Context: an optimization exercise on an open-source flow, tuned for small area and a short achievable clock period. The choices shown serve that exercise and are no tape-out recipe. At most, simulation tests tie the RTL to the original design; equivalence was not proved. For runs 2 and 3, only the layout was checked, not whether the RTL still works.

## flow/design.v (module list and top-level ports; edited modules follow where they fit)
// module add32bk: 153 lines
// module mul32lo: 806 lines
// module KGP_RISC: 119 lines
module KGP_RISC(
        input clock,
        input rst,
        output [7:0] imem_addr,
        input [31:0] imem_data,
        output [7:0] dmem_addr,
        output [31:0] dmem_wdata,
        output dmem_we,
        input [31:0] dmem_rdata,
        output [15:0] r
    );
  // ...
==> flow/flow/run.sh <==
#!/bin/bash
# Standard ORFS layout (the standard.sh) with three changes to how the
# layout is made; the SDC, the clock period and the synthesis are unchanged:
# - repair_timing is asked to leave a setup margin, so that it keeps
#   improving paths well below the (loose) clock period;
# - every port still gets a buffer, but a plain buf_2 rather than the delay
#   cell buffer_ports picks by default;
# - clock tree: larger sink clusters and no dummy loads.
set -euo pipefail
export SETUP_SLACK_MARGIN=16
export BUFFER_PORTS_ARGS="-buffer_cell sky130_fd_sc_hd__buf_2"
export CTS_ARGS="-sink_clustering_enable -repair_clock_nets -dont_use_dummy_load -sink_clustering_size 24 -sink_clustering_max_diameter 80"
bash standard.sh synth > synth.log 2>&1
bash standard.sh finish > layout.log 2>&1
==> flow/standard.sh <==
#!/bin/bash
# synth_recipe.tcl (not shown) runs the flow's synth.tcl, then flattens the netlist and writes it again
# the make line also repeats each setting of config.mk as NAME=value (left out here)
make -C /OpenROAD-flow-scripts/flow DESIGN_CONFIG=/design/flow/config.mk WORK_HOME=/design/flow/orfs CLKGATE_MAP_FILE= SYNTH_SCRIPT=/design/flow/synth_recipe.tcl "${@:-finish}"
==> flow/config.mk <==
export PLATFORM = sky130hd
export DESIGN_NAME = KGP_RISC
export DESIGN_NICKNAME = KGP_RISC
export VERILOG_FILES = /design/flow/design.v
export SDC_FILE = /design/flow/constraint.sdc
export NUM_CORES = 4
export LEC_CHECK = 0
export ABC_AREA = 1
export CAP_MARGIN = 20
export CORE_MARGIN = 2
export CORE_UTILIZATION = 40
export SLEW_MARGIN = 20
export TNS_END_PERCENT = 5
==> flow/constraint.sdc <==
create_clock -name core_clock -period 22.0 [get_ports {clock}]
set_input_delay 4.4000 -clock core_clock [delete_from_list [all_inputs] [get_ports {clock}]]
set_output_delay 4.4000 -clock core_clock [all_outputs]
set_load 0.01 [all_outputs]
==> metrics.csv, run 1 <==
stage,metric,value,unit
status,outcome,timing/DRC/antenna clean,
timing,final setup margin,15.11,ns
logic_synthesis,"count leader, synth",nand2_1,
worst_setup_path,CP cell instances,buf_6 > inv_6 > nand3_1 > buf_6 > o21ai_0 > a2111oi_4 > nand4_1 > nand2_1 > inv_1 > ha_4 > a21oi_1 > nand2_1 > xor2_1,
global_routing,initial antenna violation count,30,
global_routing,vias in the first global route,56200,
logic_synthesis,largest family of logic cells by synthesized area,compound AO/OA/AOI/OAI gates,
clock_tree,H-tree levels,3,
logic_synthesis,Synth Area in Compound Gates,15.8,%
timing,headroom to the max-slew limit,5.80,%
final_layout,fraction of area in multi-input gates,39.9,%
worst_setup_path,reg2reg end,rf[62],
final_layout,Fill cells,15200,
worst_setup_path,Worst R2R Start,opa[26],
timing,final hold violation count,0,
logic_synthesis,Yosys reg bits,1142,
routing,met2 routed WL,137,mm
logic_synthesis,largest cells by area after synthesis,"edfxtp_1, nand2_1, fa_1",
logic_synthesis,adder-cell share of the synthesized area,8.73,%
placed_design,GPL Wtd Cong,1.04,
job,max cap viols,0,
clock_tree,hold buffers post-CTS,0,
worst_setup_path,Crit path required time,22.62,ns
global_routing,met3 usage,13.3,%
global_routing,GRT Resource Usage Total,38.1,%
worst_setup_path,CP endpoint kind,flip-flop,
==> module KGP_RISC, before the edit <==
module KGP_RISC(
        input clock,
        input rst,
        output [7:0] imem_addr,
        input [31:0] imem_data,
        output [7:0] dmem_addr,
        output [31:0] dmem_wdata,
        output dmem_we,
        input [31:0] dmem_rdata,
        output [15:0] r
    );
reg [7:0]  pc;
reg [1023:0] rf;            
reg [31:0] opa, opb;         
reg [22:0] e_imm;            
reg [3:0]  e_alo;            
reg        e_ac4;            
reg [3:0]  e_ahi, e_ohi;     
reg        e_xor, e_and, e_add, e_neg, e_shl, e_shr, e_sra, e_mul, e_ld;
reg        e_useimm, e_st, e_we, e_jmp, e_jlbl;
reg [4:0]  e_wa;
wire [31:0] nx = imem_data;                    
wire [2:0]  n_op = nx[31:29];
wire [4:0]  n_rs = nx[28:24];
wire [4:0]  n_rt = nx[23:19];
wire [3:0]  n_f  = nx[13:10];
wire [1:0]  n_fi = nx[1:0];
wire n_r = n_op == 3'd0;
wire n_i = n_op == 3'd1;
wire n_m = n_op == 3'd2;
wire n_j = n_op == 3'd3;
wire n_z = n_op == 3'd4;
wire [31:0] imm = {{10{e_imm[22]}}, e_imm[22:1]};
wire [31:0] y   = e_useimm ? imm : opb;
wire [31:0] sum;
add32bk u_add(.a(e_neg ? 32'd0 : opa), .b(e_neg ? ~y : y), .cin(e_neg), .s(sum));
wire [4:0]  shamt = opb[4:0];
wire [31:0] opa_rev;
genvar gi;
generate for (gi = 0; gi < 32; gi = gi + 1) begin : g_rev
    assign opa_rev[gi] = opa[31-gi];
end endgenerate
wire [31:0] sh_in = e_shl ? opa_rev : opa;
wire        sh_fill = e_sra & opa[31];
wire [31:0] sh_mask = 32'hffffffff >> shamt;       
wire [31:0] sh_r = (sh_in >> shamt) | ({32{sh_fill}} & ~sh_mask);
wire [31:0] sh_rev;
generate for (gi = 0; gi < 32; gi = gi + 1) begin : g_rev2
    assign sh_rev[gi] = sh_r[31-gi];
end endgenerate
wire [31:0] shv = e_shl ? sh_rev : sh_r;
wire [31:0] prod;
mul32lo u_mul(.a(opa), .b(opb), .p(prod));
wire [31:0] res = ({32{e_xor}} & (opa ^ opb))
                | ({32{e_and}} & (opa & opb))
                | ({32{e_add | e_neg}} & sum)
                | ({32{e_shl | e_shr | e_sra}} & shv)
                | ({32{e_mul}} & prod)
                | ({32{e_ld}} & dmem_rdata);
wire fwd_a = e_we && e_wa == n_rs;
wire fwd_b = e_we && e_wa == n_rt;
wire [31:0] dec_a = 32'd1 << n_rs;
wire [31:0] dec_b = 32'd1 << n_rt;
reg  [31:0] rf_a, rf_b;
integer j;
always @(*) begin
    rf_a = 32'd0;
    rf_b = 32'd0;
    for (j = 0; j < 32; j = j + 1) begin
        rf_a = rf_a | ({32{dec_a[j]}} & rf[32*j +: 32]);
        rf_b = rf_b | ({32{dec_b[j]}} & rf[32*j +: 32]);
    end
end
wire [31:0] rd_a = fwd_a ? res : rf_a;
wire [31:0] rd_b = fwd_b ? res : rf_b;
wire [4:0] alo_n = rd_a[3:0] + nx[4:1];
integer k;
always @(posedge clock) begin
    for (k = 0; k < 32; k = k + 1)
        if (e_we && e_wa == k) rf[32*k +: 32] <= res;
    opa <= rd_a;
    opb <= rd_b;
    e_alo <= alo_n[3:0];
    e_ac4 <= alo_n[4];
    e_ahi <= rd_a[7:4];
    e_ohi <= nx[8:5];
end
always @(posedge clock) begin
    e_imm    <= nx[23:1];
    e_xor    <= !rst && n_r && n_f == 4'd0;
    e_and    <= !rst && n_r && n_f == 4'd1;
    e_neg    <= !rst && ((n_r && n_f == 4'd2) || (n_i && n_fi == 2'd1));
    e_add    <= !rst && ((n_r && n_f == 4'd3) || (n_i && n_fi == 2'd0));
    e_shl    <= !rst && n_r && (n_f == 4'd4 || n_f == 4'd6);
    e_shr    <= !rst && n_r && (n_f == 4'd5 || n_f == 4'd7);
    e_sra    <= !rst && n_r && (n_f == 4'd8 || n_f == 4'd9);
    e_mul    <= !rst && n_r && (n_f == 4'd10 || n_f == 4'd11);
    e_ld     <= !rst && n_m && !nx[0];
    e_st     <= !rst && n_m && nx[0];
    e_useimm <= n_i;
    e_we     <= rst || n_r || n_i || (n_m && !nx[0]) || (n_j && nx[3:0] == 4'd9);
    e_wa     <= rst ? 5'd0 : n_m ? n_rt : (n_j ? 5'd31 : n_rs);
    e_jmp    <= !rst && (n_j || n_z);
    e_jlbl   <= n_j;
end
always @(posedge clock) begin
    if (rst)
        pc <= 8'd0;
    else if (e_jmp)
        pc <= e_jlbl ? e_imm[10:3] : 8'd0;
    else
        pc <= pc + 8'd1;
end
assign imem_addr  = pc;
assign dmem_addr  = {e_ahi + e_ohi + {3'd0, e_ac4}, e_alo};
assign dmem_wdata = opb;
assign dmem_we    = e_st;
assign r          = rf[32*7 +: 16];
endmodule
==> run 2, diff against run 1 <==
--- a/flow/design.v
+++ b/flow/design.v
@@ -972,11 +972,12 @@
 reg [7:0]  pc;
 reg [1023:0] rf;            
 reg [31:0] opa, opb;         
+reg [31:0] mpa, mpb;         
 reg [22:0] e_imm;            
 reg [3:0]  e_alo;            
 reg        e_ac4;            
-reg [3:0]  e_ahi, e_ohi;     
-reg        e_xor, e_and, e_add, e_neg, e_shl, e_shr, e_sra, e_mul, e_ld;
+reg [3:0]  e_ahi0, e_ahi1;   
+reg        e_xor, e_and, e_add, e_neg, e_shl, e_shr, e_sra, e_ld;
 reg        e_useimm, e_st, e_we, e_jmp, e_jlbl;
 reg [4:0]  e_wa;
 wire [31:0] nx = imem_data;                    
@@ -990,6 +991,7 @@
 wire n_m = n_op == 3'd2;
 wire n_j = n_op == 3'd3;
 wire n_z = n_op == 3'd4;
+wire n_mul = !rst && n_r && (n_f == 4'd10 || n_f == 4'd11);
 wire [31:0] imm = {{10{e_imm[22]}}, e_imm[22:1]};
 wire [31:0] y   = e_useimm ? imm : opb;
 wire [31:0] sum;
@@ -1009,13 +1011,13 @@
     assign sh_rev[gi] = sh_r[31-gi];
 end endgenerate
 wire [31:0] shv = e_shl ? sh_rev : sh_r;
-wire [31:0] prod;
-mul32lo u_mul(.a(opa), .b(opb), .p(prod));
+wire [31:0] prod;             
+mul32lo u_mul(.a(mpa), .b(mpb), .p(prod));
 wire [31:0] res = ({32{e_xor}} & (opa ^ opb))
                 | ({32{e_and}} & (opa & opb))
                 | ({32{e_add | e_neg}} & sum)
                 | ({32{e_shl | e_shr | e_sra}} & shv)
-                | ({32{e_mul}} & prod)
+                | prod
                 | ({32{e_ld}} & dmem_rdata);
 wire fwd_a = e_we && e_wa == n_rs;
 wire fwd_b = e_we && e_wa == n_rt;
@@ -1033,17 +1035,23 @@
 end
 wire [31:0] rd_a = fwd_a ? res : rf_a;
 wire [31:0] rd_b = fwd_b ? res : rf_b;
-wire [4:0] alo_n = rd_a[3:0] + nx[4:1];
+wire [4:0] alo_n  = rd_a[3:0] + nx[4:1];
+wire [3:0] ahi0_n = rd_a[7:4] + nx[8:5];
+wire [3:0] ohi_p1 = {nx[8] ^ (nx[7] & nx[6] & nx[5]), nx[7] ^ (nx[6] & nx[5]),
+                     nx[6] ^ nx[5], ~nx[5]};    
+wire [3:0] ahi1_n = rd_a[7:4] + ohi_p1;
 integer k;
 always @(posedge clock) begin
     for (k = 0; k < 32; k = k + 1)
         if (e_we && e_wa == k) rf[32*k +: 32] <= res;
     opa <= rd_a;
     opb <= rd_b;
+    mpa <= rd_a & {32{n_mul}};
+    mpb <= rd_b & {32{n_mul}};
     e_alo <= alo_n[3:0];
     e_ac4 <= alo_n[4];
-    e_ahi <= rd_a[7:4];
-    e_ohi <= nx[8:5];
+    e_ahi0 <= ahi0_n;
+    e_ahi1 <= ahi1_n;
 end
 always @(posedge clock) begin
     e_imm    <= nx[23:1];
@@ -1054,7 +1062,6 @@
     e_shl    <= !rst && n_r && (n_f == 4'd4 || n_f == 4'd6);
     e_shr    <= !rst && n_r && (n_f == 4'd5 || n_f == 4'd7);
     e_sra    <= !rst && n_r && (n_f == 4'd8 || n_f == 4'd9);
-    e_mul    <= !rst && n_r && (n_f == 4'd10 || n_f == 4'd11);
     e_ld     <= !rst && n_m && !nx[0];
     e_st     <= !rst && n_m && nx[0];
     e_useimm <= n_i;
@@ -1072,7 +1079,7 @@
         pc <= pc + 8'd1;
 end
 assign imem_addr  = pc;
-assign dmem_addr  = {e_ahi + e_ohi + {3'd0, e_ac4}, e_alo};
+assign dmem_addr  = {e_ac4 ? e_ahi1 : e_ahi0, e_alo};
 assign dmem_wdata = opb;
 assign dmem_we    = e_st;
 assign r          = rf[32*7 +: 16];
==> flow/flow/run.sh (replaced) <==
#!/bin/bash
# Standard ORFS layout (the standard.sh) with these changes to how the
# layout is made; the SDC, the clock period and the synthesis are unchanged:
# - repair_timing is asked to leave a setup margin, so that it keeps
#   improving paths well below the (loose) clock period;
# - every port still gets a buffer, but a plain buf_2 rather than the delay
#   cell buffer_ports picks by default;
# - clock tree: larger sink clusters and no dummy loads;
# - no gate cloning in repair_timing (clones late in the flow can overload
#   the net that drives them, after the last repair_design).
set -euo pipefail
export SETUP_SLACK_MARGIN=16
export BUFFER_PORTS_ARGS="-buffer_cell sky130_fd_sc_hd__buf_2"
export SKIP_GATE_CLONING=1
export CTS_ARGS="-sink_clustering_enable -repair_clock_nets -dont_use_dummy_load -sink_clustering_size 24 -sink_clustering_max_diameter 80"
bash standard.sh synth > synth.log 2>&1
bash standard.sh finish > layout.log 2>&1
==> run 2 against run 1 <==
- design area increased by 5.5%
- wire length decreased by 0.99%
- synthesized cell count increased by 4.0%
- via count increased by 2.7%
- critical path depth increased by 3
- maximum frequency increased by 0.40%
- final cell count increased by 4.6%
- global-route usage decreased by 2.0 points
- highest routed layer unchanged
==> metrics.csv, run 2 <==
stage,metric,value,unit,change
status,outcome,timing/DRC/antenna clean,,unchanged
clock_tree,CTS buffer count,59,,was 67
final_layout,Nets,7846,,was 7439
worst_setup_path,Startpoint Class,primary input,,unchanged
logic_synthesis,unique cell type count in the Yosys netlist,69,,unchanged
floorplan,row count,151,,was 149
timing,RSZ-0062 raised after global routing,true,,unchanged
logic_synthesis,post-synth net total,7442,,was 7168
global_routing,GRT Resource Usage Total,36.1,%,was 38.1%
worst_setup_path,CP Class,in2reg,,unchanged
global_routing,met2 Use GR,53.4,%,was 54.6%
final_layout,register with the most flip-flops,rf,,unchanged
logic_synthesis,Post-Synth Simple-Gate Area,15.2,%,was 14.4%
final_layout,layout cells sized above 1,18.6,%,was 16.9%
clock_tree,Worst-path clk slew,0.09,ns,was 0.10 ns
timing,final hold violation count,0,,unchanged
final_layout,Register Area,34600,µm²,was 33200 µm²
global_routing,met1 global-route usage,46.0,%,about the same
clock_tree,Clock Tree Root,clkbuf_16,,unchanged
global_routing,pin count of the biggest net entering global routing,95,,was 97
logic_synthesis,largest cells by area after synthesis,"edfxtp_1, nand2_1, fa_1",,unchanged
routing,initial drt markers,11000,,was 10400
routing,Via Count,62100,,was 60500
timing,fin. max-slew vios,0,,unchanged
logic_synthesis,"FFs w/ async S/R, synth",0,%,unchanged
logic_synthesis,Synth top cells by count,"nand2_1, edfxtp_1, inv_1",,unchanged
placed_design,DPL Wire Length,222,mm,was 211 mm
timing,Peak Freq,0.146,GHz,was 0.145 GHz
floorplan,Initial Util,40.4,%,was 40.2%
final_layout,multi-input logic area,32400,µm²,was 30900 µm²
routing,DR pass1 iterations,9,,was 6
logic_synthesis,Post-Synthesis Cells,7036,,was 6764
placed_design,Post-Place Worst Slack,13.22,ns,was 12.97 ns
logic_synthesis,XOR/XNOR share of the synthesized area,4.13,%,was 3.70%
floorplan,DIE HEIGHT,418,µm,was 411 µm
global_routing,vias in the first global route,56100,,was 56200
timing,fin crit share,31.2,%,was 31.3%
routing,final wirelength,331,mm,was 334 mm
final_layout,Syn-to-layout area delta,19.1,%,was 16.9%
timing,Clock Skew,0.0629,ns,was 0.108 ns
worst_setup_path,critical path arrival,7.51,ns,about the same
clock_tree,CTS tree,built,,unchanged
timing,headroom to the max-slew limit,11.6,%,was 5.80%
placed_design,Port Buffer Count,130,,unchanged
logic_synthesis,post-synth top area share,44.9,%,was 46.4%
floorplan,die area,175000,µm²,was 169000 µm²
global_routing,grt peak-use layer,met2,,unchanged
timing,Worst-Margin Slew,1.33,ns,was 1.40 ns
routing,antenna-violating nets left,0,,unchanged
worst_setup_path,Worst R2R Start,mpb[9],,was opa[26]
logic_synthesis,Synth Flop Type,edfxtp_1,,unchanged
routing,via/cell ratio,6.42,,was 6.54
final_layout,"most common cell after layout, fill and taps aside",nand2_1,,unchanged
floorplan,DIE WIDTH,418,µm,was 411 µm
routing,Avg WL per Cell,34.2,µm,was 36.1 µm
timing,post-layout min period,6.86,ns,was 6.89 ns
worst_setup_path,R2R setup slack,15.48,ns,was 15.28 ns
worst_setup_path,CP endpoint kind,flip-flop,,unchanged
job,max cap viols,0,,unchanged
final_layout,"commonest non-fill, non-tap cells in the layout","nand2_1, edfxtp_1, inv_1",,unchanged
routing,Remaining DRCs,0,,unchanged
timing,final setup margin,15.14,ns,was 15.11 ns
clock_tree,CTS sink count,1213,,was 1142
logic_synthesis,Synth Area in Compound Gates,14.6,%,was 15.8%
clock_tree,H-tree levels,2,,was 3
logic_synthesis,post-synthesis sequential area ratio,50.4,%,was 50.0%
final_layout,Largest register FFs,1024,,unchanged
floorplan,# IOs,131,,unchanged
clock_tree,later-pin clock latency in the skew report,0.75,ns,was 0.74 ns
placed_design,GPL Wtd Cong,1.03,,was 1.04
worst_setup_path,worst r2r path cells,28,,was 21
worst_setup_path,reg2reg end,rf[287],,was rf[62]
final_layout,Fill cells,15500,,was 15200
logic_synthesis,Yosys reg bits,1213,,was 1142
logic_synthesis,Synth Cell Area,68600,µm²,was 66200 µm²
logic_synthesis,"count leader, synth",nand2_1,,unchanged
logic_synthesis,mux share of post-synthesis cell area,0.197,%,was 0.151%
global_routing,first-pass GRT wire length,444,mm,was 447 mm
logic_synthesis,"Avg Cell Area, Syn",9.74,µm²,was 9.79 µm²
global_routing,initial antenna violation count,25,,was 30
clock_tree,clk buf depth,3,,unchanged
global_routing,GR Overflow Total,0,,unchanged
logic_synthesis,Synth area leader,edfxtp_1,,unchanged
global_routing,met3 usage,11.5,%,was 13.3%
worst_setup_path,worst-path fanout max,22,,was 21
logic_synthesis,largest family of logic cells by synthesized area,simple AND/OR/NAND/NOR gates,,was compound AO/OA/AOI/OAI gates
timing,setup_tns,0,ns,unchanged
worst_setup_path,Crit. Startpoint,imem_data[28],,unchanged
logic_synthesis,adder-cell share of the synthesized area,8.47,%,was 8.73%
logic_synthesis,"EDFF count, synth",1024,,unchanged
floorplan,Core Area,170000,µm²,was 165000 µm²
hold_path,Worst Hold Class,reg2reg,,unchanged
worst_setup_path,crit path to,e_ahi0[3],,was e_alo[3]
timing,Setup-failing EPs final,0,,unchanged
worst_setup_path,Crit path required time,22.65,ns,was 22.62 ns
logic_synthesis,synth warn,1,,unchanged
## run 2: routing by layer
layer	part of all wire [%]	up-vias
met5	0.030	-
met3	14	961
met1	36	30400
met2	42	5095
met4	7.9	16
li1	-	25600
## run 2: what timing repair did
item                                    4_1_cts  5_1_grt
setup buffers                               221      154
hold buffers                                  0        0
pin swaps                                   105      118
gates resized for setup                     547      366
endpoints found under the setup margin      893      827
## run 2: cell type report
cell class	instances	share of cell area, %
inverters	845	4.47
multi-input cells	4612	39.7
well taps	2218	3.40
flip-flops and latches	1213	42.3
repair buffers	709	8.29
clock buffers	59	1.81
diodes	17	0.0521
## run 2: worst min path at each step
stage,startpoint,end,slack (ns),depth (start not counted)
2_1_floorplan,e_imm[3],pc[0],0.44,2
3_3_place_gp,e_imm[10],pc[7],0.48,2
3_5_place_dp,e_imm[10],pc[7],0.48,2
4_1_cts,e_imm[10],pc[7],0.49,2
5_1_grt,e_imm[9],pc[6],0.52,2
6_report,e_imm[10],pc[7],0.49,2
## run 2: stage by stage
stage          cells  hold slack, ns  area [µm²]  util [%]
2_1_floorplan   7036           0.441       69000         -
3_3_place_gp    9214           0.476       72500      42.7
3_5_place_dp    9221           0.480       72700      42.8
4_1_cts         9501           0.495       78700      46.3
5_1_grt         9658           0.518       81600      48.1
6_report        9673           0.491       81700      48.1
## run 2: logic make-up (layout without fill, tap and decap cells)
| group | Yosys count | count (layout) |
|---|---|---|
| DFF | 1213 | 1213 |
| buffers and inverters | 1211 | 1613 |
| AOI/OAI and AO/OA | 1502 | 1502 |
| adders and majority gates | 340 | 340 |
| xor gates and xnor gates | 323 | 323 |
| and+or+nand+nor | 2434 | 2434 |
| muxes | 13 | 13 |
| other | 0 | 17 |
## run 2: critical path, cell delays in order
cell	delay (ns)
buf_16	0.14
clkinv_16	0.08
clkbuf_16	0.19
nand2_8	0.18
inv_2	0.06
buf_6	0.20
nand2_1	0.09
o21ai_0	0.07
a21oi_1	0.48
nand3b_1	0.47
nor3_2	0.33
nand4_1	0.32
nand2_1	0.27
nand2_1	0.08
nand2_1	0.07
inv_1	0.04
==> run 3, diff against run 2 <==
--- a/flow/design.v
+++ b/flow/design.v
@@ -973,12 +973,13 @@
 reg [1023:0] rf;            
 reg [31:0] opa, opb;         
 reg [31:0] mpa, mpb;         
+reg [31:0] ada, adb;         
 reg [22:0] e_imm;            
 reg [3:0]  e_alo;            
 reg        e_ac4;            
 reg [3:0]  e_ahi0, e_ahi1;   
-reg        e_xor, e_and, e_add, e_neg, e_shl, e_shr, e_sra, e_ld;
-reg        e_useimm, e_st, e_we, e_jmp, e_jlbl;
+reg        e_xor, e_and, e_neg, e_shl, e_shr, e_sra, e_ld;
+reg        e_st, e_we, e_jmp, e_jlbl;
 reg [4:0]  e_wa;
 wire [31:0] nx = imem_data;                    
 wire [2:0]  n_op = nx[31:29];
@@ -992,10 +993,11 @@
 wire n_j = n_op == 3'd3;
 wire n_z = n_op == 3'd4;
 wire n_mul = !rst && n_r && (n_f == 4'd10 || n_f == 4'd11);
-wire [31:0] imm = {{10{e_imm[22]}}, e_imm[22:1]};
-wire [31:0] y   = e_useimm ? imm : opb;
-wire [31:0] sum;
-add32bk u_add(.a(e_neg ? 32'd0 : opa), .b(e_neg ? ~y : y), .cin(e_neg), .s(sum));
+wire n_add = !rst && ((n_r && n_f == 4'd3) || (n_i && n_fi == 2'd0));    
+wire n_neg = !rst && ((n_r && n_f == 4'd2) || (n_i && n_fi == 2'd1));    
+wire [31:0] n_imm = {{10{nx[23]}}, nx[23:2]};
+wire [31:0] sum;              
+add32bk u_add(.a(ada), .b(adb), .cin(e_neg), .s(sum));
 wire [4:0]  shamt = opb[4:0];
 wire [31:0] opa_rev;
 genvar gi;
@@ -1015,7 +1017,7 @@
 mul32lo u_mul(.a(mpa), .b(mpb), .p(prod));
 wire [31:0] res = ({32{e_xor}} & (opa ^ opb))
                 | ({32{e_and}} & (opa & opb))
-                | ({32{e_add | e_neg}} & sum)
+                | sum
                 | ({32{e_shl | e_shr | e_sra}} & shv)
                 | prod
                 | ({32{e_ld}} & dmem_rdata);
@@ -1048,6 +1050,9 @@
     opb <= rd_b;
     mpa <= rd_a & {32{n_mul}};
     mpb <= rd_b & {32{n_mul}};
+    ada <= rd_a & {32{n_add}};
+    adb <= n_i ? (n_imm & {32{n_add}}) | (~n_imm & {32{n_neg}})
+               : (rd_b & {32{n_add}}) | (~rd_b & {32{n_neg}});
     e_alo <= alo_n[3:0];
     e_ac4 <= alo_n[4];
     e_ahi0 <= ahi0_n;
@@ -1057,14 +1062,12 @@
     e_imm    <= nx[23:1];
     e_xor    <= !rst && n_r && n_f == 4'd0;
     e_and    <= !rst && n_r && n_f == 4'd1;
-    e_neg    <= !rst && ((n_r && n_f == 4'd2) || (n_i && n_fi == 2'd1));
-    e_add    <= !rst && ((n_r && n_f == 4'd3) || (n_i && n_fi == 2'd0));
+    e_neg    <= n_neg;
     e_shl    <= !rst && n_r && (n_f == 4'd4 || n_f == 4'd6);
     e_shr    <= !rst && n_r && (n_f == 4'd5 || n_f == 4'd7);
     e_sra    <= !rst && n_r && (n_f == 4'd8 || n_f == 4'd9);
     e_ld     <= !rst && n_m && !nx[0];
     e_st     <= !rst && n_m && nx[0];
-    e_useimm <= n_i;
     e_we     <= rst || n_r || n_i || (n_m && !nx[0]) || (n_j && nx[3:0] == 4'd9);
     e_wa     <= rst ? 5'd0 : n_m ? n_rt : (n_j ? 5'd31 : n_rs);
     e_jmp    <= !rst && (n_j || n_z);
==> run 3 against run 2 <==
- final cell count grew 0.88%
- worst setup slack got worse by 0.077 ns
- maximum frequency fell by 1.1%
- utilization down 0.22 points
- sequential share of layout area increased by 0.41 points
- critical path type unchanged
==> metrics.csv, run 3 <==
stage,metric,value,unit,change
status,outcome,timing/DRC/antenna clean,,unchanged
logic_synthesis,Yosys reg bits,1261,,was 1213
logic_synthesis,"EDFF count, synth",1024,,unchanged
worst_setup_path,worst r2r path cells,26,,was 28
final_layout,"most common cell after layout, fill and taps aside",nand2_1,,unchanged
clock_tree,later-pin clock latency in the skew report,0.77,ns,was 0.75 ns
timing,Worst-Margin Slew,1.25,ns,was 1.33 ns
final_layout,Fill cells,15800,,was 15500
logic_synthesis,largest cells by area after synthesis,"edfxtp_1, nand2_1, dfxtp_1",,"was edfxtp_1, nand2_1, fa_1"
hold_path,Worst Hold Class,reg2reg,,unchanged
floorplan,row count,153,,was 151
routing,Via Count,62400,,was 62100
floorplan,# IOs,131,,unchanged
timing,Clock Skew,0.126,ns,was 0.0629 ns
logic_synthesis,post-synthesis sequential area ratio,50.9,%,was 50.4%
final_layout,Final Util,47.9,%,was 48.1%
logic_synthesis,Synth area leader,edfxtp_1,,unchanged
floorplan,die area,178000,µm²,was 175000 µm²
timing,Peak Freq,0.144,GHz,was 0.146 GHz
final_layout,Largest register FFs,1024,,unchanged
global_routing,GRT Resource Usage Total,36.4,%,was 36.1%
logic_synthesis,Synth Cell Area,69700,µm²,was 68600 µm²
hold_path,WHS Endpoint,pc[1],,was pc[7]
global_routing,pin count of the biggest net entering global routing,79,,was 95
placed_design,DPL Wire Length,226,mm,was 222 mm
timing,Setup-failing EPs final,0,,unchanged
worst_setup_path,Worst R2R Start,mpb[3],,was mpb[9]
timing,final hold violation count,0,,unchanged
global_routing,vias in the first global route,56800,,was 56100
placed_design,GPL Wtd Cong,1.05,,was 1.03
floorplan,DIE HEIGHT,422,µm,was 418 µm
timing,headroom to the max-slew limit,16.0,%,was 11.6%
placed_design,Port Buffer Count,130,,unchanged
timing,fin crit share,31.5,%,was 31.2%
logic_synthesis,post-synth top area share,44.1,%,was 44.9%
worst_setup_path,Crit path required time,22.54,ns,was 22.65 ns
global_routing,initial antenna violation count,35,,was 25
final_layout,Nets,7834,,was 7846
final_layout,"commonest non-fill, non-tap cells in the layout","nand2_1, edfxtp_1, inv_1",,unchanged
logic_synthesis,unique cell type count in the Yosys netlist,70,,was 69
global_routing,first-pass GRT wire length,455,mm,was 444 mm
worst_setup_path,reg2reg end,rf[413],,was rf[287]
floorplan,Initial Util,40.2,%,was 40.4%
logic_synthesis,"Avg Cell Area, Syn",9.87,µm²,was 9.74 µm²
timing,post-layout min period,6.94,ns,was 6.86 ns
worst_setup_path,worst-path fanout max,13,,was 22
floorplan,DIE WIDTH,422,µm,was 418 µm
final_layout,layout cells sized above 1,19.2,%,was 18.6%
logic_synthesis,"count leader, synth",nand2_1,,unchanged
clock_tree,CTS tree,built,,unchanged
clock_tree,CTS sink count,1261,,was 1213
worst_setup_path,Startpoint Class,primary input,,unchanged
clock_tree,Clock Tree Root,clkbuf_16,,unchanged
routing,Remaining DRCs,0,,unchanged
routing,via/cell ratio,6.39,,was 6.42
routing,antenna-violating nets left,0,,unchanged
clock_tree,CTS buffer count,76,,was 59
floorplan,Core Area,174000,µm²,was 170000 µm²
global_routing,GR Overflow Total,0,,unchanged
routing,DR pass1 iterations,9,,unchanged
logic_synthesis,synth warn,1,,unchanged
final_layout,Syn-to-layout area delta,19.2,%,was 19.1%
logic_synthesis,Post-Synthesis Cells,7069,,was 7036
timing,fin. max-slew vios,0,,unchanged
timing,RSZ-0062 raised after global routing,true,,unchanged
logic_synthesis,"FFs w/ async S/R, synth",0,%,unchanged
hold_path,hold path start,e_imm[4],,was e_imm[10]
timing,setup_tns,0,ns,unchanged
clock_tree,clk buf depth,3,,unchanged
routing,final wirelength,337,mm,was 331 mm
worst_setup_path,R2R setup slack,15.28,ns,was 15.48 ns
clock_tree,H-tree levels,3,,was 2
worst_setup_path,critical path arrival,7.48,ns,was 7.51 ns
final_layout,register with the most flip-flops,rf,,unchanged
job,max cap viols,0,,unchanged
hold_path,Hold Crit Depth,2,,unchanged
logic_synthesis,post-synth net total,7475,,was 7442
clock_tree,Worst-path clk slew,0.10,ns,was 0.09 ns
routing,initial drt markers,10800,,was 11000
logic_synthesis,Synth top cells by count,"nand2_1, edfxtp_1, inv_1",,unchanged
logic_synthesis,Synth Flop Type,edfxtp_1,,unchanged
worst_setup_path,CP Class,in2reg,,unchanged
routing,Avg WL per Cell,34.5,µm,was 34.2 µm
worst_setup_path,CP endpoint kind,flip-flop,,unchanged
-- run 3: changes by cell type in the layout (fill, tap and decap cells not counted), sizes merged, moves of 31 or more --
cell	delta
nand2	-70
nand3	+55
dfxtp	+48
buf	-43
a221oi	+33
o21ai	+31
-- run 3: final cells by class --
class	count	area, µm²	share of cell area (%)
antenna	7	17.5	0.0211
timing repair buffer	659	6200	7.46
tap	2325	2910	3.50
clock buffer	76	1900	2.29
multi-input combinational	4605	33000	39.7
inverter	825	3550	4.27
sequential	1261	35500	42.7
-- run 3: cells by family (layout without fill, tap and decap cells) --
family	count (synthesis)	in the layout	share of synthesized area, %
compound gates	1493	1493	14.4
simple gates	2442	2442	15.1
fa+ha+maj	340	340	8.34
flops	1261	1261	50.9
buf+inv	1203	1560	7.03
other cells	0	7	0
xor+xnor	308	308	3.87
mux	22	22	0.328
-- run 3: repair_timing --
item                                    CTS  global route
resized for setup                       729           227
buffers inserted                        258            72
pin swaps                               143            99
hold endpoints to repair                  0             0
hold buffers                              0             0
endpoints found under the setup margin  914           836
-- run 3: metrics by stage --
step	instances	hold slack (ns)	area [µm²]	worst slack, ns
final	9758	0.441	83100	15.06
after global routing	9753	0.467	83100	15.11
after CTS	9679	0.445	81400	15.35
after detailed placement	9345	0.435	73800	13.35
after floorplan	7069	0.426	70200	15.33
after global placement	9333	0.429	73600	11.89
-- run 3: how the worst max path moves through the flow --
| stage | start | end | depth (start not counted) |
|---|---|---|---|
| final | imem_data[25] | mpa[30] | 16 |
| after global routing | mpb[3] | rf[349] | 27 |
| after CTS | imem_data[25] | e_alo[3] | 18 |
| after detailed placement | mpb[3] | mpa[21] | 25 |
| after global placement | imem_data[27] | opa[18] | 12 |
| after floorplan | imem_data[25] | e_ahi0[2] | 15 |
-- run 3: routing by layer --
metal / track usage (%) / vias up / wire, µm
met5: 0 / - / 186
met4: 25.2 / 24 / 30100
met3: 12.7 / 1012 / 51200
met2: 51.4 / 5067 / 136000
met1: 46.5 / 30600 / 119000
li1: - / 25700 / -
-- run 3: worst max-delay path, stage by stage --
cell        delay [ns]
buf_12            0.11
clkinvlp_4        0.16
nor3_4            0.09
nand2_2           0.14
buf_12            0.12
nor2_4            0.03
buf_12            0.15
clkinvlp_4        0.10
o22ai_1           0.07
a21oi_1           0.13
nand4_1           0.79
nor4_1            0.54
buf_4             0.24
nand2_2           0.11
nand2_2           0.13
a21oi_1           0.11
==> run 4, diff against run 3 <==
--- a/flow/design.v
+++ b/flow/design.v
@@ -972,14 +972,13 @@
 reg [7:0]  pc;
 reg [1023:0] rf;            
 reg [31:0] opa, opb;         
-reg [31:0] mpa, mpb;         
-reg [31:0] ada, adb;         
 reg [22:0] e_imm;            
-reg [3:0]  e_alo;            
-reg        e_ac4;            
-reg [3:0]  e_ahi0, e_ahi1;   
-reg        e_xor, e_and, e_neg, e_shl, e_shr, e_sra, e_ld;
-reg        e_st, e_we, e_jmp, e_jlbl;
+reg [7:0]  e_as0;
+reg [7:2]  e_as1;
+reg [2:0]  e_ac0;
+reg [2:1]  e_ac1;
+reg        e_xor, e_and, e_add, e_neg, e_shl, e_shr, e_sra, e_mul, e_ld;
+reg        e_useimm, e_st, e_we, e_jmp, e_jlbl;
 reg [4:0]  e_wa;
 wire [31:0] nx = imem_data;                    
 wire [2:0]  n_op = nx[31:29];
@@ -992,12 +991,10 @@
 wire n_m = n_op == 3'd2;
 wire n_j = n_op == 3'd3;
 wire n_z = n_op == 3'd4;
-wire n_mul = !rst && n_r && (n_f == 4'd10 || n_f == 4'd11);
-wire n_add = !rst && ((n_r && n_f == 4'd3) || (n_i && n_fi == 2'd0));    
-wire n_neg = !rst && ((n_r && n_f == 4'd2) || (n_i && n_fi == 2'd1));    
-wire [31:0] n_imm = {{10{nx[23]}}, nx[23:2]};
-wire [31:0] sum;              
-add32bk u_add(.a(ada), .b(adb), .cin(e_neg), .s(sum));
+wire [31:0] imm = {{10{e_imm[22]}}, e_imm[22:1]};
+wire [31:0] y   = e_useimm ? imm : opb;
+wire [31:0] sum;
+add32bk u_add(.a(e_neg ? 32'd0 : opa), .b(e_neg ? ~y : y), .cin(e_neg), .s(sum));
 wire [4:0]  shamt = opb[4:0];
 wire [31:0] opa_rev;
 genvar gi;
@@ -1013,13 +1010,13 @@
     assign sh_rev[gi] = sh_r[31-gi];
 end endgenerate
 wire [31:0] shv = e_shl ? sh_rev : sh_r;
-wire [31:0] prod;             
-mul32lo u_mul(.a(mpa), .b(mpb), .p(prod));
+wire [31:0] prod;
+mul32lo u_mul(.a(opa), .b(opb), .p(prod));
 wire [31:0] res = ({32{e_xor}} & (opa ^ opb))
                 | ({32{e_and}} & (opa & opb))
-                | sum
+                | ({32{e_add | e_neg}} & sum)
                 | ({32{e_shl | e_shr | e_sra}} & shv)
-                | prod
+                | ({32{e_mul}} & prod)
                 | ({32{e_ld}} & dmem_rdata);
 wire fwd_a = e_we && e_wa == n_rs;
 wire fwd_b = e_we && e_wa == n_rt;
@@ -1037,37 +1034,42 @@
 end
 wire [31:0] rd_a = fwd_a ? res : rf_a;
 wire [31:0] rd_b = fwd_b ? res : rf_b;
-wire [4:0] alo_n  = rd_a[3:0] + nx[4:1];
-wire [3:0] ahi0_n = rd_a[7:4] + nx[8:5];
-wire [3:0] ohi_p1 = {nx[8] ^ (nx[7] & nx[6] & nx[5]), nx[7] ^ (nx[6] & nx[5]),
-                     nx[6] ^ nx[5], ~nx[5]};    
-wire [3:0] ahi1_n = rd_a[7:4] + ohi_p1;
+wire [7:0] ap = rd_a[7:0] ^ nx[8:1];
+wire [7:0] ag = rd_a[7:0] & nx[8:1];
+wire [7:0] as0_n, as1_n;
+wire [3:0] ac0_n, ac1_n;
+generate for (gi = 0; gi < 4; gi = gi + 1) begin : g_agrp
+    assign as0_n[2*gi]   = ap[2*gi];
+    assign as0_n[2*gi+1] = ap[2*gi+1] ^ ag[2*gi];
+    assign ac0_n[gi]     = ag[2*gi+1] | (ap[2*gi+1] & ag[2*gi]);
+    assign as1_n[2*gi]   = ~ap[2*gi];
+    assign as1_n[2*gi+1] = ap[2*gi+1] ^ (ag[2*gi] | ap[2*gi]);
+    assign ac1_n[gi]     = ag[2*gi+1] | (ap[2*gi+1] & (ag[2*gi] | ap[2*gi]));
+end endgenerate
 integer k;
 always @(posedge clock) begin
     for (k = 0; k < 32; k = k + 1)
         if (e_we && e_wa == k) rf[32*k +: 32] <= res;
     opa <= rd_a;
     opb <= rd_b;
-    mpa <= rd_a & {32{n_mul}};
-    mpb <= rd_b & {32{n_mul}};
-    ada <= rd_a & {32{n_add}};
-    adb <= n_i ? (n_imm & {32{n_add}}) | (~n_imm & {32{n_neg}})
-               : (rd_b & {32{n_add}}) | (~rd_b & {32{n_neg}});
-    e_alo <= alo_n[3:0];
-    e_ac4 <= alo_n[4];
-    e_ahi0 <= ahi0_n;
-    e_ahi1 <= ahi1_n;
+    e_as0 <= as0_n;
+    e_as1 <= as1_n[7:2];
+    e_ac0 <= ac0_n[2:0];
+    e_ac1 <= ac1_n[2:1];
 end
 always @(posedge clock) begin
     e_imm    <= nx[23:1];
     e_xor    <= !rst && n_r && n_f == 4'd0;
     e_and    <= !rst && n_r && n_f == 4'd1;
-    e_neg    <= n_neg;
+    e_neg    <= !rst && ((n_r && n_f == 4'd2) || (n_i && n_fi == 2'd1));
+    e_add    <= !rst && ((n_r && n_f == 4'd3) || (n_i && n_fi == 2'd0));
     e_shl    <= !rst && n_r && (n_f == 4'd4 || n_f == 4'd6);
     e_shr    <= !rst && n_r && (n_f == 4'd5 || n_f == 4'd7);
     e_sra    <= !rst && n_r && (n_f == 4'd8 || n_f == 4'd9);
+    e_mul    <= !rst && n_r && (n_f == 4'd10 || n_f == 4'd11);
     e_ld     <= !rst && n_m && !nx[0];
     e_st     <= !rst && n_m && nx[0];
+    e_useimm <= n_i;
     e_we     <= rst || n_r || n_i || (n_m && !nx[0]) || (n_j && nx[3:0] == 4'd9);
     e_wa     <= rst ? 5'd0 : n_m ? n_rt : (n_j ? 5'd31 : n_rs);
     e_jmp    <= !rst && (n_j || n_z);
@@ -1082,7 +1084,11 @@
         pc <= pc + 8'd1;
 end
 assign imem_addr  = pc;
-assign dmem_addr  = {e_ac4 ? e_ahi1 : e_ahi0, e_alo};
+wire ak2 = e_ac0[0];                           
+wire ak4 = ak2 ? e_ac1[1] : e_ac0[1];          
+wire ak6 = ak4 ? e_ac1[2] : e_ac0[2];          
+assign dmem_addr  = {ak6 ? e_as1[7:6] : e_as0[7:6], ak4 ? e_as1[5:4] : e_as0[5:4],
+                     ak2 ? e_as1[3:2] : e_as0[3:2], e_as0[1:0]};
 assign dmem_wdata = opb;
 assign dmem_we    = e_st;
 assign r          = rf[32*7 +: 16];
==> flow/flow/run.sh (replaced) <==
#!/bin/bash
# Standard ORFS layout (the standard.sh) with these changes to how the
# layout is made; the SDC, the clock period and the synthesis are unchanged:
# - repair_timing is asked to leave a setup margin, so that it keeps
#   improving paths well below the (loose) clock period;
# - every port still gets a buffer, but a plain buf_2 rather than the delay
#   cell buffer_ports picks by default;
# - clock tree: larger sink clusters and no dummy loads.
set -euo pipefail
export SETUP_SLACK_MARGIN=16
export BUFFER_PORTS_ARGS="-buffer_cell sky130_fd_sc_hd__buf_2"
export CTS_ARGS="-sink_clustering_enable -repair_clock_nets -dont_use_dummy_load -sink_clustering_size 24 -sink_clustering_max_diameter 80"
bash standard.sh synth > synth.log 2>&1
bash standard.sh finish > layout.log 2>&1
==> run 4 against run 3 <==
- now fails the layout checks on capacitance limit, slew limit
- final cell count is 4.8% lower
- utilization is 1.2 points lower
- maximum frequency is 1.3% lower
- sequential share of layout area is 0.64 points higher
- die area is 4.5% lower
- worst setup slack worse by 0.093 ns
- clock skew is 0.020 ns lower
- critical endpoint is now opa[17]
- largest cell class unchanged
==> metrics.csv, run 4 <==
stage,metric,value,unit,change
status,outcome,"complete, but fails checks",,was timing/DRC/antenna clean
status,Blocking Checks,"capacitance limit, slew limit",,
timing,Clock Skew,0.106,ns,was 0.126 ns
hold_path,Worst Hold Class,reg2reg,,unchanged
final_layout,layout cells sized above 1,15.2,%,was 19.2%
clock_tree,CTS sink count,1156,,was 1261
timing,Worst-Margin Slew,1.64,ns,was 1.25 ns
logic_synthesis,Synth Flop Type,edfxtp_1,,unchanged
routing,initial drt markers,11400,,was 10800
final_layout,Largest regs,"rf x1024, opa x32, opb x32",,
timing,post-layout min period,7.03,ns,was 6.94 ns
worst_setup_path,CP endpoint kind,flip-flop,,unchanged
routing,antenna-violating nets left,0,,unchanged
clock_tree,CTS tree,built,,unchanged
placed_design,GPL Wtd Cong,1.02,,was 1.05
worst_setup_path,CP top delay family,simple AND/OR/NAND/NOR gates,,unchanged
logic_synthesis,"Avg Cell Area, Syn",9.77,µm²,was 9.87 µm²
logic_synthesis,Post-Synthesis Cells,6816,,was 7069
logic_synthesis,unique cell type count in the Yosys netlist,65,,was 70
timing,fin. max-slew vios,5,,was 0
final_layout,Syn-to-layout area delta,15.8,%,was 19.2%
clock_tree,Clock Tree Root,clkbuf_16,,unchanged
final_layout,"most common cell after layout, fill and taps aside",nand2_1,,unchanged
logic_synthesis,"FFs w/ async S/R, synth",0,%,unchanged
final_layout,"commonest non-fill, non-tap cells in the layout","nand2_1, edfxtp_1, inv_1",,unchanged
logic_synthesis,post-synth net total,7222,,was 7475
global_routing,GRT Resource Usage Total,37.8,%,was 36.4%
worst_setup_path,"slowest stage delay, CP",0.85,ns,was 0.79 ns
global_routing,initial antenna violation count,28,,was 35
worst_setup_path,worst-path fanout max,25,,was 13
timing,Setup-failing EPs final,0,,unchanged
timing,fin crit share,32.0,%,was 31.5%
global_routing,pin count of the biggest net entering global routing,63,,was 79
logic_synthesis,post-synth top area share,46.2,%,was 44.1%
routing,via/cell ratio,6.58,,was 6.39
global_routing,GR Overflow Total,0,,unchanged
logic_synthesis,"EDFF count, synth",1024,,unchanged
routing,DR pass1 iterations,6,,was 9
clock_tree,later-pin clock latency in the skew report,0.77,ns,about the same
logic_synthesis,synth warn,1,,unchanged
logic_synthesis,post-synthesis sequential area ratio,50.2,%,was 50.9%
floorplan,die area,170000,µm²,was 178000 µm²
placed_design,Port Buffer Count,130,,unchanged
routing,Remaining DRCs,0,,unchanged
worst_setup_path,critical path arrival,7.64,ns,was 7.48 ns
routing,Via Count,61100,,was 62400
global_routing,vias in the first global route,56300,,was 56800
clock_tree,CTS buffer count,72,,was 76
logic_synthesis,largest cells by area after synthesis,"edfxtp_1, nand2_1, fa_1",,"was edfxtp_1, nand2_1, dfxtp_1"
final_layout,Nets,7501,,was 7834
clock_tree,clk buf depth,3,,unchanged
timing,RSZ-0062 raised after global routing,true,,unchanged
worst_setup_path,Crit path required time,22.61,ns,was 22.54 ns
logic_synthesis,"count leader, synth",nand2_1,,unchanged
timing,final hold violation count,0,,unchanged
final_layout,Largest register FFs,1024,,unchanged
worst_setup_path,Startpoint Class,primary input,,unchanged
clock_tree,H-tree levels,3,,unchanged
final_layout,register with the most flip-flops,rf,,unchanged
floorplan,Initial Util,40.3,%,was 40.2%
worst_setup_path,CP cell instances,buf_2 > inv_4 > nor2_1 > nand2_1 > nor2_2 > nand2_1 > buf_4 > clkinv_2 > buf_6 > a221oi_1 > nand3_1 > nor4_1 > nand3_1 > o21a_1,,was buf_12 > clkinvlp_4 > nor3_4 > nand2_2 > buf_12 > nor2_4 > buf_12 > clkinvlp_4 > o22ai_1 > a21oi_1 > nand4_1 > nor4_1 > buf_4 > nand2_2 > nand2_2 > a21oi_1
floorplan,Core Area,165000,µm²,was 174000 µm²
routing,final wirelength,332,mm,was 337 mm
logic_synthesis,Yosys reg bits,1156,,was 1261
worst_setup_path,CP Class,in2reg,,unchanged
timing,setup_tns,0,ns,unchanged
logic_synthesis,Synth Cell Area,66600,µm²,was 69700 µm²
floorplan,row count,149,,was 153
logic_synthesis,Synth top cells by count,"nand2_1, edfxtp_1, inv_1",,unchanged
floorplan,DIE HEIGHT,412,µm,was 422 µm
floorplan,DIE WIDTH,412,µm,was 422 µm
placed_design,placed inst area,70600,µm²,was 73800 µm²
timing,headroom to the max-slew limit,-10.0,%,was 16.0%
global_routing,first-pass GRT wire length,447,mm,was 455 mm
placed_design,DPL Wire Length,215,mm,was 226 mm
logic_synthesis,Synth area leader,edfxtp_1,,unchanged
worst_setup_path,Critical Path Slowest Stage Cell,nor4_1,,was nand4_1
final_layout,final instance area,77100,µm²,was 83100 µm²
timing,Peak Freq,0.142,GHz,was 0.144 GHz
routing,Avg WL per Cell,35.7,µm,was 34.5 µm
clock_tree,Worst-path clk slew,0.09,ns,was 0.10 ns
worst_setup_path,Crit path buffers/inverters,5,,was 6
job,max cap viols,1,,was 0
floorplan,# IOs,131,,unchanged
## run 4: final timing paths
check,start,to,slack [ns],cells after the start
worst min register to register,e_imm[4],pc[1],0.55,2
worst max register to register,opb[15],rf[255],15.08,21
worst max-delay path,imem_data[24],opa[17],14.97,14
worst min-delay path,e_imm[4],pc[1],0.55,2
## run 4: per-stage QoR
step           hold slack, ns  utilization (%)  setup WS, ns  cells
6_report                0.548             46.7         14.97   9287
5_1_grt                 0.559             46.7         15.04   9282
4_1_cts                 0.542             45.5         15.15   9183
3_5_place_dp            0.527             42.7         13.36   8982
3_3_place_gp            0.535             42.7         12.81   8981
2_1_floorplan           0.444                -         15.57   6816
## run 4: area by class of cell
| cell class | instances | area, µm² |
|---|---|---|
| multi-input cells | 4466 | 30400 |
| inverters | 834 | 3480 |
| clock buffers | 72 | 1800 |
| repair inverters | 3 | 33.8 |
| fillers | 15300 | 88100 |
| flip-flops and latches | 1156 | 33400 |
| diodes | 5 | 12.5 |
| well taps | 2189 | 2740 |
| repair buffers | 562 | 5150 |
## run 4: what timing repair did
action	in CTS	in global routing
pin swaps	25	41
hold buffers	0	0
resized for setup	318	214
endpoints found under the setup margin	846	804
buffers inserted	104	82
cloned	25	12
## run 4: kinds of logic (layout without fill, tap and decap cells)
| family | Yosys count | count (layout) | share of synthesized area (%) |
|---|---|---|---|
| adder cells (fa/ha/maj) | 340 | 340 | 8.75 |
| buffers and inverters | 1209 | 1471 | 7.18 |
| multiplexers | 11 | 11 | 0.179 |
| XOR/XNOR | 277 | 277 | 3.64 |
| other | 0 | 5 | 0 |
| AND/OR/NAND/NOR | 2251 | 2265 | 14.3 |
| AO/OA/AOI/OAI | 1572 | 1573 | 15.8 |
| flip-flops | 1156 | 1156 | 50.2 |
## run 4: worst min-delay path: cells and delay by family (launching register included)
family	cells	cell delay (ns)
flops	1	0.36
compound gates	1	0.06
simple gates	1	0.08
## run 4: metal layers
| metal | vias to the layer above | global-route usage, % | wire length, µm |
|---|---|---|---|
| met3 | 1307 | 14.6 | 51000 |
| met2 | 5308 | 55.3 | 139000 |
| li1 | 24800 | - | - |
| met5 | - | 0 | 139 |
| met4 | 18 | 24.4 | 26800 |
| met1 | 29600 | 46.6 | 115000 |
==> run 5, diff against run 4 <==
--- a/flow/flow/run.sh
+++ b/flow/flow/run.sh
@@ -5,10 +5,13 @@
 #   improving paths well below the (loose) clock period;
 # - every port still gets a buffer, but a plain buf_2 rather than the delay
 #   cell buffer_ports picks by default;
-# - clock tree: larger sink clusters and no dummy loads.
+# - clock tree: larger sink clusters and no dummy loads;
+# - no gate cloning in repair_timing (clones late in the flow can overload
+#   the net that drives them, after the last repair_design).
 set -euo pipefail
 export SETUP_SLACK_MARGIN=16
 export BUFFER_PORTS_ARGS="-buffer_cell sky130_fd_sc_hd__buf_2"
+export SKIP_GATE_CLONING=1
 export CTS_ARGS="-sink_clustering_enable -repair_clock_nets -dont_use_dummy_load -sink_clustering_size 24 -sink_clustering_max_diameter 80"
 bash standard.sh synth > synth.log 2>&1
 bash standard.sh finish > layout.log 2>&1
==> run 5 against run 4 <==
- now clean on timing, DRC and antenna
- clock skew rose by 0.0041 ns
- utilization fell by 0.45 points
- maximum frequency rose by 2.4%
- synthesized cell count did not move
- clock-buffer cell count did not move
- critical endpoint is now opb[2]
- largest cell class unchanged
==> metrics.csv, run 5 <==
stage,metric,value,unit,change
placed_design,Post-Place Worst Slack,13.36,ns,unchanged
worst_setup_path,Worst R2R Start,opa[26],,was opb[15]
timing,final hold violation count,0,,unchanged
routing,Avg WL per Cell,35.5,µm,was 35.7 µm
floorplan,Initial Util,40.3,%,unchanged
worst_setup_path,R2R setup slack,15.19,ns,was 15.08 ns
timing,post-layout min period,6.86,ns,was 7.03 ns
routing,DR pass1 iterations,9,,was 6
logic_synthesis,post-synthesis sequential area ratio,50.2,%,unchanged
placed_design,Port Buffer Count,130,,unchanged
timing,headroom to the max-slew limit,16.8,%,was -10.0%
worst_setup_path,CP Class,in2reg,,unchanged
timing,Peak Freq,0.146,GHz,was 0.142 GHz
clock_tree,CTS buffer count,72,,unchanged
worst_setup_path,reg2reg end,rf[286],,was rf[255]
routing,via/cell ratio,6.54,,was 6.58
routing,Via Count,60500,,was 61100
global_routing,initial antenna violation count,20,,was 28
global_routing,GRT Resource Usage Total,37.5,%,was 37.8%
routing,initial drt markers,10700,,was 11400
hold_path,WHS Endpoint,pc[5],,was pc[1]
timing,fin. max-slew vios,0,,was 5
routing,antenna-violating nets left,0,,unchanged
hold_path,hold path start,e_imm[8],,was e_imm[4]
logic_synthesis,Yosys reg bits,1156,,unchanged
floorplan,# IOs,131,,unchanged
hold_path,Worst Hold Class,reg2reg,,unchanged
logic_synthesis,post-synth net total,7222,,unchanged
floorplan,DIE HEIGHT,412,µm,unchanged
final_layout,register with the most flip-flops,rf,,unchanged
clock_tree,Worst-path clk slew,0.10,ns,was 0.09 ns
logic_synthesis,Synth Cell Area,66600,µm²,unchanged
routing,final wirelength,328,mm,was 332 mm
floorplan,Core Area,165000,µm²,unchanged
logic_synthesis,unique cell type count in the Yosys netlist,65,,unchanged
final_layout,"most common cell after layout, fill and taps aside",nand2_1,,unchanged
floorplan,DIE WIDTH,412,µm,unchanged
clock_tree,clk buf depth,3,,unchanged
logic_synthesis,"Avg Cell Area, Syn",9.77,µm²,unchanged
floorplan,row count,149,,unchanged
placed_design,Placed Instances,8982,,unchanged
logic_synthesis,"count leader, synth",nand2_1,,unchanged
final_layout,Largest regs,"rf x1024, opa x32, opb x32",,unchanged
final_layout,Nets,7451,,was 7501
worst_setup_path,worst r2r path cells,24,,was 21
final_layout,Largest register FFs,1024,,unchanged
final_layout,post-route non-filler standard cell count,9241,,was 9287
hold_path,Hold Crit Depth,4,,was 2
worst_setup_path,CP endpoint kind,flip-flop,,unchanged
global_routing,GR Overflow Total,0,,unchanged
worst_setup_path,Crit path required time,22.60,ns,was 22.61 ns
floorplan,die area,170000,µm²,unchanged
clock_tree,Clock Tree Root,clkbuf_16,,unchanged
final_layout,Syn-to-layout area delta,14.7,%,was 15.8%
timing,Fin Hold WS,0.548,ns,about the same
final_layout,layout cells sized above 1,14.4,%,was 15.2%
placed_design,GPL Wtd Cong,1.02,,unchanged
status,outcome,timing/DRC/antenna clean,,"was complete, but fails checks"
timing,RSZ-0062 raised after global routing,true,,unchanged
global_routing,vias in the first global route,56300,,about the same
logic_synthesis,Post-Synthesis Cells,6816,,unchanged
logic_synthesis,post-synth top area share,46.2,%,unchanged
timing,Worst-Margin Slew,1.23,ns,was 1.64 ns
clock_tree,later-pin clock latency in the skew report,0.76,ns,was 0.77 ns
clock_tree,hold buffers post-CTS,0,,unchanged
worst_setup_path,worst-path fanout max,23,,was 25
timing,final setup margin,15.14,ns,was 14.97 ns
final_layout,"commonest non-fill, non-tap cells in the layout","nand2_1, edfxtp_1, inv_1",,unchanged
job,max cap viols,0,,was 1
timing,fin crit share,31.2,%,was 32.0%
clock_tree,H-tree levels,3,,unchanged
routing,Remaining DRCs,0,,unchanged
global_routing,first-pass GRT wire length,444,mm,was 447 mm
logic_synthesis,Synth Flop Type,edfxtp_1,,unchanged
worst_setup_path,Startpoint Class,primary input,,unchanged
placed_design,DPL Wire Length,215,mm,unchanged
timing,Setup-failing EPs final,0,,unchanged
timing,setup_tns,0,ns,unchanged
worst_setup_path,critical path arrival,7.46,ns,was 7.64 ns
final_layout,Fill cells,15400,,was 15300
logic_synthesis,Synth area leader,edfxtp_1,,unchanged
logic_synthesis,Synth top cells by count,"nand2_1, edfxtp_1, inv_1",,unchanged
logic_synthesis,largest cells by area after synthesis,"edfxtp_1, nand2_1, fa_1",,unchanged
clock_tree,CTS sink count,1156,,unchanged
logic_synthesis,"FFs w/ async S/R, synth",0,%,unchanged
global_routing,pin count of the biggest net entering global routing,63,,unchanged
logic_synthesis,synth warn,1,,unchanged
logic_synthesis,"EDFF count, synth",1024,,unchanged
timing,Clock Skew,0.110,ns,was 0.106 ns
clock_tree,CTS tree,built,,unchanged
## run 5: logic make-up after synthesis
logic type	after synthesis	share of synthesized area, %
mux	11	0.179
xor+xnor	277	3.64
buf+inv	1209	7.18
compound gates	1572	15.8
flops	1156	50.2
fa+ha+maj	340	8.75
simple gates	2251	14.3
## run 5: cell type report
cell class / instances / area [µm²] / area share (%)
well taps: 2189 / 2740 / 3.59
repair buffers: 530 / 4750 / 6.22
inverters: 834 / 3450 / 4.52
diodes: 9 / 22.5 / 0.0295
multi-input cells: 4451 / 30200 / 39.5
clock buffers: 72 / 1800 / 2.36
flip-flops and latches: 1156 / 33400 / 43.8
## run 5: timing repair
| action | in CTS | in global routing |
|---|---|---|
| setup buffers | 143 | 34 |
| resized for setup | 404 | 124 |
| pin swaps | 52 | 27 |
| setup endpoints to repair | 846 | 709 |
## run 5: worst max-delay path by stage
stage                       start  endpoint  slack, ns  cells after the start
CTS                 imem_data[20]    opb[3]      15.38                     13
global placement    imem_data[22]   opb[23]      12.81                     11
finish              imem_data[19]    opb[2]      15.14                     12
global route              opb[10]   rf[766]      15.15                     28
floorplan           imem_data[26]  e_as1[5]      15.57                     13
detailed placement  imem_data[28]  e_as1[5]      13.36                     14
## run 5: routing by layer
layer  wire length [µm]  GRT usage, %  up-vias  share of wire (%)
met3              48600          13.1     1230                 15
met2             138000          55.3     5172                 42
li1                   -             -    24700                  -
met5                451             0        -               0.14
met4              27000          24.7       18                8.2
met1             114000          46.4    29400                 35
## run 5: stage by stage
stage	instance area, µm²	util [%]
after floorplan	67000	-
after global placement	70600	42.7
after detailed placement	70600	42.7
after CTS	75400	45.7
after global routing	76300	46.2
final	76400	46.2
## run 5: critical path, cell delays in order
cell and delay [ns]:
buf_6 0.18, inv_2 0.11, nand3_1 0.12, nor2_1 0.08
nand2_2 0.38, inv_2 0.47, nand2_1 0.16, nand3_1 0.12
a2111oi_1 0.70, nand4_1 0.48, nand2_1 0.15, nand2_1 0.06
==> run 6, diff against run 5 <==
--- a/flow/flow/run.sh
+++ b/flow/flow/run.sh
@@ -9,7 +9,7 @@
 # - no gate cloning in repair_timing (clones late in the flow can overload
 #   the net that drives them, after the last repair_design).
 set -euo pipefail
-export SETUP_SLACK_MARGIN=16
+export SETUP_SLACK_MARGIN=15.4
 export BUFFER_PORTS_ARGS="-buffer_cell sky130_fd_sc_hd__buf_2"
 export SKIP_GATE_CLONING=1
 export CTS_ARGS="-sink_clustering_enable -repair_clock_nets -dont_use_dummy_load -sink_clustering_size 24 -sink_clustering_max_diameter 80"
==> run 6 against run 5 <==
- still clean on timing, DRC and antenna
- global-route usage fell by 1.1 points
- worst hold slack improved by 0.011 ns
- clock-buffer cell count rose by 3
- worst setup slack got worse by 0.10 ns
- utilization fell by 0.41 points
- clock skew rose by 0.018 ns
- synthesized area did not move
- first-iteration DRC count fell by 9.3%
- die area did not move
- highest routed layer unchanged
==> metrics.csv, run 6 <==
stage,metric,value,unit,change
placed_design,Post-Place Worst Slack,13.28,ns,was 13.36 ns
status,outcome,timing/DRC/antenna clean,,unchanged
clock_tree,Clock Tree Root,clkbuf_16,,unchanged
worst_setup_path,crit path to,opa[22],,was opb[2]
floorplan,DIE WIDTH,412,µm,unchanged
clock_tree,CTS sink count,1156,,unchanged
timing,headroom to the max-slew limit,20.0,%,was 16.8%
routing,DR pass1 iterations,9,,unchanged
timing,Worst-Margin Slew,1.19,ns,was 1.23 ns
routing,Via Count,59700,,was 60500
floorplan,die area,170000,µm²,unchanged
floorplan,row count,149,,unchanged
logic_synthesis,post-synthesis sequential area ratio,50.2,%,unchanged
floorplan,DIE HEIGHT,412,µm,unchanged
logic_synthesis,Synth top cells by count,"nand2_1, edfxtp_1, inv_1",,unchanged
floorplan,# IOs,131,,unchanged
global_routing,GRT Resource Usage Total,36.3,%,was 37.5%
clock_tree,CTS buffer count,75,,was 72
final_layout,Register Area,33400,µm²,about the same
worst_setup_path,reg2reg end,rf[127],,was rf[286]
global_routing,pin count of the biggest net entering global routing,57,,was 63
timing,RSZ-0062 raised after global routing,true,,unchanged
logic_synthesis,post-synth net total,7222,,unchanged
clock_tree,clk buf depth,3,,unchanged
global_routing,vias in the first global route,55700,,was 56300
global_routing,first-pass GRT wire length,432,mm,was 444 mm
timing,post-layout min period,6.97,ns,was 6.86 ns
routing,Avg WL per Cell,34.7,µm,was 35.5 µm
logic_synthesis,largest cells by area after synthesis,"edfxtp_1, nand2_1, fa_1",,unchanged
logic_synthesis,Post-Synthesis Cells,6816,,unchanged
worst_setup_path,CP Class,in2reg,,unchanged
floorplan,Core Area,165000,µm²,unchanged
final_layout,"commonest non-fill, non-tap cells in the layout","nand2_1, edfxtp_1, inv_1",,unchanged
logic_synthesis,Synth area leader,edfxtp_1,,unchanged
timing,Setup-failing EPs final,0,,unchanged
logic_synthesis,"count leader, synth",nand2_1,,unchanged
worst_setup_path,worst r2r path cells,28,,was 24
routing,antenna-violating nets left,0,,unchanged
clock_tree,H-tree levels,3,,unchanged
final_layout,Largest register FFs,1024,,unchanged
worst_setup_path,Worst R2R Start,opb[3],,was opa[26]
placed_design,Port Buffer Count,130,,unchanged
worst_setup_path,R2R setup slack,15.35,ns,was 15.19 ns
worst_setup_path,Crit path required time,22.54,ns,was 22.60 ns
worst_setup_path,Crit. Startpoint,imem_data[26],,was imem_data[19]
timing,fin crit share,31.7,%,was 31.2%
timing,Fin Hold WS,0.559,ns,was 0.548 ns
routing,Remaining DRCs,0,,unchanged
routing,via/cell ratio,6.47,,was 6.54
worst_setup_path,critical path arrival,7.50,ns,was 7.46 ns
logic_synthesis,synth warn,1,,unchanged
logic_synthesis,unique cell type count in the Yosys netlist,65,,unchanged
floorplan,Initial Util,40.3,%,unchanged
routing,final wirelength,320,mm,was 328 mm
hold_path,Worst Hold Class,reg2reg,,unchanged
global_routing,initial antenna violation count,17,,was 20
timing,fin. max-slew vios,0,,unchanged
logic_synthesis,Yosys reg bits,1156,,unchanged
clock_tree,Worst-path clk slew,0.09,ns,was 0.10 ns
worst_setup_path,Startpoint Class,primary input,,unchanged
final_layout,layout cells sized above 1,13.3,%,was 14.4%
timing,setup_tns,0,ns,unchanged
timing,Peak Freq,0.144,GHz,was 0.146 GHz
routing,initial drt markers,9729,,was 10700
job,max cap viols,0,,unchanged
logic_synthesis,"FFs w/ async S/R, synth",0,%,unchanged
final_layout,Syn-to-layout area delta,13.7,%,was 14.7%
[run 6: how the worst min path moves through the flow]
stage | start | to | cells past startpoint
4_1_cts | e_imm[4] | pc[1] | 2
3_5_place_dp | rf[379] | opb[27] | 2
6_report | e_imm[4] | pc[1] | 2
5_1_grt | e_imm[4] | pc[1] | 2
2_1_floorplan | e_imm[4] | pc[1] | 2
3_3_place_gp | rf[379] | opb[27] | 2
[run 6: timing repair]
action                                 CTS  global route
pin swaps                               27            19
endpoints found under the hold margin    0             0
setup buffers                           80            81
resized for setup                      253           211
setup endpoints to repair              639           517
gates cloned                             0             0
[run 6: kinds of logic (layout without fill, tap and decap cells)]
family,count (synthesis),in the layout,synth area share [%]
muxes,11,11,0.179
AOI/OAI and AO/OA,1572,1572,15.8
other,0,4,0
and+or+nand+nor,2251,2251,14.3
adders and majority gates,340,340,8.75
xor gates and xnor gates,277,277,3.64
buffers and inverters,1209,1430,7.18
DFF,1156,1156,50.2
[run 6: final cells by class]
type | count | area share (%)
Sequential cell | 1156 | 44.2
Multi-Input combinational cell | 4451 | 39.2
Timing Repair Buffer | 521 | 5.94
Inverter | 834 | 4.51
Tap cell | 2189 | 3.62
Clock buffer | 75 | 2.48
Antenna cell | 4 | 0.0132
[run 6: metrics by stage]
step	cell area, µm²	instances
final	75700	9230
after global routing	75700	9226
after CTS	74100	9144
after detailed placement	70500	8989
after global placement	70500	8989
after floorplan	66600	6816
[run 6: worst max-delay path, cell delays in order]
cell	delay, ns
buf_4	0.18
clkinvlp_4	0.17
nor3_4	0.09
nand3_1	0.09
buf_6	0.26
inv_1	0.16
buf_12	0.18
buf_12	0.14
a221oi_1	0.25
nand3_1	0.41
nor4_1	0.82
a31oi_1	0.30
[run 6: routing by layer]
layer / global-route usage [%] / vias to the layer above / part of all wire, %
met4: 22.7 / 24 / 8.0
li1: - / 24700 / -
met5: 0.0565 / - / 0.050
met2: 55.5 / 4791 / 43
met3: 11.6 / 1205 / 14
met1: 44.6 / 29000 / 35

re-timing with driven ports:
The results above use ideal ports. As a check the final layouts listed here were re-extracted and re-timed, cells and wires unchanged. Step 1, drivers: a clkbuf_16 drives clock and a buf_2 each remaining input, both assumed. Step 2 adds t to the input delays and takes it off the output delays; t is the mean of the earliest and latest rising clock arrival at the registers after step 1. Input paths then give back, and output paths get back, about the clock's delay inside the block. a / b / c = ideal / step 1 / step 2; a / b = the first two.
run | t (ns) | slack for setup (ns) | pins driven straight from the clock port
run 1 | 0.761 | 15.113 / 15.126 / 14.365 | 1
run 2 | 0.795 | 15.140 / 15.132 / 14.337 | 1
run 3 | 0.783 | 15.064 / 15.026 / 14.243 | 1
run 4 | 0.793 | 14.971 / 14.911 / 14.117 | 1
run 5 | 0.785 | 15.135 / 15.089 / 14.304 | 1
run 6 | 0.778 | 15.035 / 15.094 / 14.316 | 1
The setup slack of run 4, which loses most, moves by -0.060 ns with the drivers and by -0.854 ns with both steps.
